Context: an optimization exercise on an open-source flow, tuned for small area, a short achievable clock period and few clock cycles per item. The choices shown serve that exercise and are no tape-out recipe. Where RTL was checked, it was by simulation tests only, not by an equivalence proof against the original.

== red ==
==> flow/design.v <==
module processor(
input   clk,
input   ld_a,
input   [3:0] c,         
input   [31:0] b_rdata,
output  [31:0] b_wdata
    );
reg [31:0] w1;
always @(posedge clk) if (ld_a) w1 <= b_rdata;
wire [63:0] p = {b_rdata, w1};
wire [6:0] a0 = p[6:0],   a1 = p[13:7],  a2 = p[20:14], a3 = p[27:21];
wire [6:0] b0 = p[34:28], b1 = p[41:35], b2 = p[48:42], b3 = p[55:49];
wire [4:0] op = p[60:56];
wire is_add = op[0], is_sub = op[1], is_mul = op[2], is_tra = op[3], is_det = op[4];
wire l3 = c[0], l0 = c[1], l1 = c[2], l2 = c[3];
reg tra_r;    
reg det_r;    
reg sa;       
reg sd;       
always @(posedge clk) begin
    tra_r <= b_rdata[27];
    det_r <= b_rdata[28];
    sa    <= c[0] | c[1];
    sd    <= c[0] | c[2];
end
wire [6:0] ma = sa ? a0 : a2;
wire [6:0] mb = sa ? a1 : a3;
wire [6:0] max3 = ma + {ma[5:0], 1'b0};
wire [6:0] mbx3 = mb + {mb[5:0], 1'b0};
wire [6:0] na1 = 7'd0 - a1;
wire [6:0] da = sd ? b0 : (is_det ? na1 : b1);
wire [6:0] db = sd ? b2 : (is_det ? a0 : b3);
wire pa0_1 = (da[0] & ~da[1]);
wire pa0_2 = ~da[0] & da[1];
wire pa0_3 = da[0] & da[1];
wire pa0_r0 = (pa0_1 & ma[0]) | (pa0_3 & max3[0]);
wire pa0_r1 = (pa0_1 & ma[1]) | (pa0_2 & ma[0]) | (pa0_3 & max3[1]);
wire pa0_r2 = (pa0_1 & ma[2]) | (pa0_2 & ma[1]) | (pa0_3 & max3[2]);
wire pa0_r3 = (pa0_1 & ma[3]) | (pa0_2 & ma[2]) | (pa0_3 & max3[3]);
wire pa0_r4 = (pa0_1 & ma[4]) | (pa0_2 & ma[3]) | (pa0_3 & max3[4]);
wire pa0_r5 = (pa0_1 & ma[5]) | (pa0_2 & ma[4]) | (pa0_3 & max3[5]);
wire pa0_r6 = (pa0_1 & ma[6]) | (pa0_2 & ma[5]) | (pa0_3 & max3[6]);
wire pa1_1 = (da[2] & ~da[3]);
wire pa1_2 = ~da[2] & da[3];
wire pa1_3 = da[2] & da[3];
wire pa1_r2 = (pa1_1 & ma[0]) | (pa1_3 & max3[0]);
wire pa1_r3 = (pa1_1 & ma[1]) | (pa1_2 & ma[0]) | (pa1_3 & max3[1]);
wire pa1_r4 = (pa1_1 & ma[2]) | (pa1_2 & ma[1]) | (pa1_3 & max3[2]);
wire pa1_r5 = (pa1_1 & ma[3]) | (pa1_2 & ma[2]) | (pa1_3 & max3[3]);
wire pa1_r6 = (pa1_1 & ma[4]) | (pa1_2 & ma[3]) | (pa1_3 & max3[4]);
wire pa2_1 = (da[4] & ~da[5]);
wire pa2_2 = ~da[4] & da[5];
wire pa2_3 = da[4] & da[5];
wire pa2_r4 = (pa2_1 & ma[0]) | (pa2_3 & max3[0]);
wire pa2_r5 = (pa2_1 & ma[1]) | (pa2_2 & ma[0]) | (pa2_3 & max3[1]);
wire pa2_r6 = (pa2_1 & ma[2]) | (pa2_2 & ma[1]) | (pa2_3 & max3[2]);
wire pa3_1 = (da[6] & ~1'b0);
wire pa3_2 = ~da[6] & 1'b0;
wire pa3_3 = da[6] & 1'b0;
wire pa3_r6 = (pa3_1 & ma[0]) | (pa3_3 & max3[0]);
wire pb0_1 = (db[0] & ~db[1]);
wire pb0_2 = ~db[0] & db[1];
wire pb0_3 = db[0] & db[1];
wire pb0_r0 = (pb0_1 & mb[0]) | (pb0_3 & mbx3[0]);
wire pb0_r1 = (pb0_1 & mb[1]) | (pb0_2 & mb[0]) | (pb0_3 & mbx3[1]);
wire pb0_r2 = (pb0_1 & mb[2]) | (pb0_2 & mb[1]) | (pb0_3 & mbx3[2]);
wire pb0_r3 = (pb0_1 & mb[3]) | (pb0_2 & mb[2]) | (pb0_3 & mbx3[3]);
wire pb0_r4 = (pb0_1 & mb[4]) | (pb0_2 & mb[3]) | (pb0_3 & mbx3[4]);
wire pb0_r5 = (pb0_1 & mb[5]) | (pb0_2 & mb[4]) | (pb0_3 & mbx3[5]);
wire pb0_r6 = (pb0_1 & mb[6]) | (pb0_2 & mb[5]) | (pb0_3 & mbx3[6]);
wire pb1_1 = (db[2] & ~db[3]);
wire pb1_2 = ~db[2] & db[3];
wire pb1_3 = db[2] & db[3];
wire pb1_r2 = (pb1_1 & mb[0]) | (pb1_3 & mbx3[0]);
wire pb1_r3 = (pb1_1 & mb[1]) | (pb1_2 & mb[0]) | (pb1_3 & mbx3[1]);
wire pb1_r4 = (pb1_1 & mb[2]) | (pb1_2 & mb[1]) | (pb1_3 & mbx3[2]);
wire pb1_r5 = (pb1_1 & mb[3]) | (pb1_2 & mb[2]) | (pb1_3 & mbx3[3]);
wire pb1_r6 = (pb1_1 & mb[4]) | (pb1_2 & mb[3]) | (pb1_3 & mbx3[4]);
wire pb2_1 = (db[4] & ~db[5]);
wire pb2_2 = ~db[4] & db[5];
wire pb2_3 = db[4] & db[5];
wire pb2_r4 = (pb2_1 & mb[0]) | (pb2_3 & mbx3[0]);
wire pb2_r5 = (pb2_1 & mb[1]) | (pb2_2 & mb[0]) | (pb2_3 & mbx3[1]);
wire pb2_r6 = (pb2_1 & mb[2]) | (pb2_2 & mb[1]) | (pb2_3 & mbx3[2]);
wire pb3_1 = (db[6] & ~1'b0);
wire pb3_2 = ~db[6] & 1'b0;
wire pb3_3 = db[6] & 1'b0;
wire pb3_r6 = (pb3_1 & mb[0]) | (pb3_3 & mbx3[0]);
wire t_s1;
wire t_c2;
wire t_s3;
wire t_c4;
wire t_s5;
wire t_c6;
wire t_s7;
wire t_c8;
wire t_s9;
wire t_c10;
wire t_s11;
wire t_c12;
wire t_s13;
wire t_s14;
assign t_s1 = pa0_r2 ^ pa1_r2 ^ pb0_r2;
assign t_c2 = (pa0_r2 & pa1_r2) | (pa0_r2 & pb0_r2) | (pa1_r2 & pb0_r2);
assign t_s3 = pa0_r3 ^ pa1_r3 ^ pb0_r3;
assign t_c4 = (pa0_r3 & pa1_r3) | (pa0_r3 & pb0_r3) | (pa1_r3 & pb0_r3);
assign t_s5 = pa0_r4 ^ pa1_r4 ^ pa2_r4;
assign t_c6 = (pa0_r4 & pa1_r4) | (pa0_r4 & pa2_r4) | (pa1_r4 & pa2_r4);
assign t_s7 = pb0_r4 ^ pb1_r4 ^ pb2_r4;
assign t_c8 = (pb0_r4 & pb1_r4) | (pb0_r4 & pb2_r4) | (pb1_r4 & pb2_r4);
assign t_s9 = pa0_r5 ^ pa1_r5 ^ pa2_r5;
assign t_c10 = (pa0_r5 & pa1_r5) | (pa0_r5 & pa2_r5) | (pa1_r5 & pa2_r5);
assign t_s11 = pb0_r5 ^ pb1_r5 ^ pb2_r5;
assign t_c12 = (pb0_r5 & pb1_r5) | (pb0_r5 & pb2_r5) | (pb1_r5 & pb2_r5);
assign t_s13 = pa0_r6 ^ pa1_r6 ^ pa2_r6;
assign t_s14 = pa3_r6 ^ pb0_r6 ^ pb1_r6;
reg [21:0] s1;
always @(posedge clk) begin
    s1 <= {t_s14, t_s13, t_c12, t_c10, pb3_r6, pb2_r6, t_s11, t_s9, t_c8, t_c6, t_s7, t_s5, t_c4, t_s3, t_c2, pb1_r3, t_s1, pb1_r2, pb0_r1, pa0_r1, pb0_r0, pa0_r0};
end
wire u_s1;
wire u_s2;
wire u_c3;
wire u_s4;
wire u_s5;
wire u_c6;
wire u_s7;
wire u_c8;
wire u_s9;
wire u_c10;
wire u_s11;
assign u_s1 = s1[16] ^ s1[17] ^ s1[18];
assign u_s2 = s1[12] ^ s1[13];
assign u_c3 = s1[12] & s1[13];
assign u_s4 = s1[19] ^ s1[20] ^ s1[21];
assign u_s5 = s1[6] ^ s1[7];
assign u_c6 = s1[6] & s1[7];
assign u_s7 = s1[9] ^ s1[10] ^ s1[11];
assign u_c8 = (s1[9] & s1[10]) | (s1[9] & s1[11]) | (s1[10] & s1[11]);
assign u_s9 = s1[14] ^ s1[15] ^ u_s2;
assign u_c10 = (s1[14] & s1[15]) | (s1[14] & u_s2) | (s1[15] & u_s2);
assign u_s11 = u_s1 ^ u_c3 ^ u_s4;
wire [6:0] ra = {u_c10, u_c8, u_c6, s1[8], s1[4], s1[2], s1[0]};
wire [6:0] rb = {u_s11, u_s9, u_s7, u_s5, s1[5], s1[3], s1[1]};
wire [6:0] r = ra + rb;
reg [27:0] res;
wire [6:0] f0 = a0 + (b0 ^ {7{is_sub}}) + {6'd0, is_sub};
wire [6:0] f1 = a1 + (b1 ^ {7{is_sub}}) + {6'd0, is_sub};
wire [6:0] f2 = a2 + (b2 ^ {7{is_sub}}) + {6'd0, is_sub};
wire [6:0] f3 = a3 + (b3 ^ {7{is_sub}}) + {6'd0, is_sub};
always @(posedge clk)
    if (c[0]) res <= {f2, f1, f0, f3};
    else      res <= {r, res[27:7]};
wire [31:0] w_all = {4'd0, res[6:0], res[27:21], res[20:14], res[13:7]};
wire [31:0] w_det = {26'd0, res[26:21]};
wire [31:0] w_tra = {4'd0, a3, a1, a2, a0};
assign b_wdata = tra_r ? w_tra : (det_r ? w_det : w_all);
endmodule
module controller(
input clk,
input rst,                
input  [31:0] b_rdata,
output [31:0] addr,
output [3:0] we,
output en,
output ld_a,
output [3:0] c
    );
reg f, r1, r2, c0, c1, c2, c3, c4, wr;
reg k0, k1, k2;            
wire kd = ~(k0 | k1 | k2);
always @(posedge clk or negedge rst) begin
    if (!rst) begin
        f  <= 1'b1;
        r1 <= 1'b0;
        r2 <= 1'b0;
        c0 <= 1'b0;
        c1 <= 1'b0;
        c2 <= 1'b0;
        c3 <= 1'b0;
        c4 <= 1'b0;
        wr <= 1'b0;
        k0 <= 1'b1;
        k1 <= 1'b0;
        k2 <= 1'b0;
    end else begin
        f  <= (f & kd) | (r1 & ~b_rdata[31]) | wr;
        r1 <= f & ~kd;
        r2 <= r1 & b_rdata[31];
        c0 <= r2;
        c1 <= c0 & ~(b_rdata[24] | b_rdata[25] | b_rdata[27]);
        c2 <= c1 & ~b_rdata[28];
        c3 <= c2;
        c4 <= c3;
        wr <= c4 | (c0 & (b_rdata[24] | b_rdata[25] | b_rdata[27])) | (c1 & b_rdata[28]);
        if (wr) begin
            k0 <= 1'b0;
            k1 <= k0;
            k2 <= k1;
        end
    end
end
wire [3:0] widx;
assign widx[0] = (r1 & (k0 | k2)) | ((r2 | wr) & k1);
assign widx[1] = (r1 & k2) | (r2 & k0) | (wr & (k0 | k1));
assign widx[2] = (r1 & (k1 | k2)) | (r2 & k1) | (wr & k2);
assign widx[3] = (r2 & k2) | wr;
assign en   = (f & ~kd) | r1 | r2 | wr;
assign we   = {4{wr}};
assign addr = {26'd0, widx, 2'b00};
assign ld_a = r2;
assign c    = {c3, c2, c1, c0};
endmodule
module top(
input clk,
input rst,
input  [31:0] b_rdata,
output [31:0] b_wdata,
output [31:0] addr,
output [3:0] we,
output en,
output rstout
    );
wire       ld_a;
wire [3:0] c;
assign rstout = ~rst;
processor po(
        .clk(clk),
        .ld_a(ld_a),
        .c(c),
        .b_rdata(b_rdata),
        .b_wdata(b_wdata)
    );
controller co(
        .clk(clk),
        .rst(rst),
        .b_rdata(b_rdata),
        .addr(addr),
        .we(we),
        .en(en),
        .ld_a(ld_a),
        .c(c)
    );
endmodule
==> flow/config.mk <==
export PLATFORM = sky130hd
export DESIGN_NAME = top
export DESIGN_NICKNAME = top
export VERILOG_FILES = /design/flow/design.v
export SDC_FILE = /design/flow/constraint.sdc
export NUM_CORES = 4
export LEC_CHECK = 0
export CAP_MARGIN = 20
export CORE_MARGIN = 2
export CORE_UTILIZATION = 40
export SETUP_SLACK_MARGIN = 3.1
export SLEW_MARGIN = 20
==> flow/constraint.sdc <==
create_clock -name core_clock -period 6.0 [get_ports {clk}]
set_input_delay 1.2000 -clock core_clock [delete_from_list [all_inputs] [get_ports {clk}]]
set_output_delay 1.2000 -clock core_clock [all_outputs]
set_load 0.01 [all_outputs]
standard.sh (not shown) runs the stock make flow with config.mk's settings and CLKGATE_MAP_FILE= SYNTH_SCRIPT=/design/flow/synth_recipe.tcl, a recipe that flattens the netlist after the stock synthesis.
==> flow/flow/run.sh <==
#!/bin/bash
set -e
export BUFFER_PORTS_ARGS="-buffer_cell sky130_fd_sc_hd__buf_1"
export SKIP_REPAIR_TIE_FANOUT=1
export CTS_ARGS="-sink_clustering_enable -repair_clock_nets -dont_use_dummy_load -sink_clustering_size 40 -sink_clustering_max_diameter 80 -buf_list {sky130_fd_sc_hd__clkbuf_4 sky130_fd_sc_hd__clkbuf_8}"
bash standard.sh > standard.log 2>&1
Testbench counts of red, summed over its fixed seeds: cycles 6,067, items 960.
Input changes introduced in blue (baseline for comparison: red):
-- flow/design.v --
<<< red, line 28
wire [6:0] max3 = ma + {ma[5:0], 1'b0};
wire [6:0] mbx3 = mb + {mb[5:0], 1'b0};
wire [6:0] na1 = 7'd0 - a1;
wire [6:0] da = sd ? b0 : (is_det ? na1 : b1);
wire [6:0] db = sd ? b2 : (is_det ? a0 : b3);
wire pa0_1 = (da[0] & ~da[1]);
wire pa0_2 = ~da[0] & da[1];
>>> blue, line 28
wire [6:0] max3 = ma + {ma[5:0], 1'b0};
wire [6:0] mbx3 = mb + {mb[5:0], 1'b0};
wire dsel = c[0] & is_det;
wire [6:0] na1 = 7'd0 - a1;
wire [6:0] da = dsel ? na1 : (sd ? b0 : b1);
wire [6:0] db = dsel ? a0 : (sd ? b2 : b3);
wire pa0_1 = (da[0] & ~da[1]);
wire pa0_2 = ~da[0] & da[1];
## What came out
Post-synthesis average cell area in blue is 0.18 sq um below red.
Compared with red, in blue summed area of non-filler cells in the final layout now sits higher, worst endpoint data arrival time +0.08 ns, synthesized area now sits at about the same level, final worst-path setup slack went down 0.055 ns, wire length of the first global-routing pass +4.3%.
For blue, only the layout was checked, not whether the RTL still works.

[static timing again, ports no longer ideal]
The flow's constraints put no driver on any port. The routed layouts listed below were extracted and timed again, unchanged, in two steps.
Step 1: set_driving_cell puts a clkbuf_16 on clk and a buf_2 on each other input, an assumption about the parent block.
Step 2 adds t to the input delays and takes it off the output delays; t is the mean of the earliest and latest rising clock arrival at the registers after step 1. Input paths then give back, and output paths get back, about the clock's delay inside the block.
Three values: ideal, step 1, step 2; two values: the first two.
| run | shift t [ns] | setup slack, ns | hold slack, ns | worst slew at a driven data input, ns | pins driven straight from the clock port |
|---|---|---|---|---|---|
| red | 0.402 | 3.126 / 3.115 / 2.733 | 0.355 / 0.355 / 0.355 | 0.06 | 1 |
| blue | 0.414 | 3.072 / 3.088 / 2.674 | 0.375 / 0.375 / 0.375 | 0.06 | 1 |
After both steps every run listed still meets setup and hold. The setup slack of blue, which loses most, moves by +0.016 ns with the drivers and by -0.398 ns with both steps.
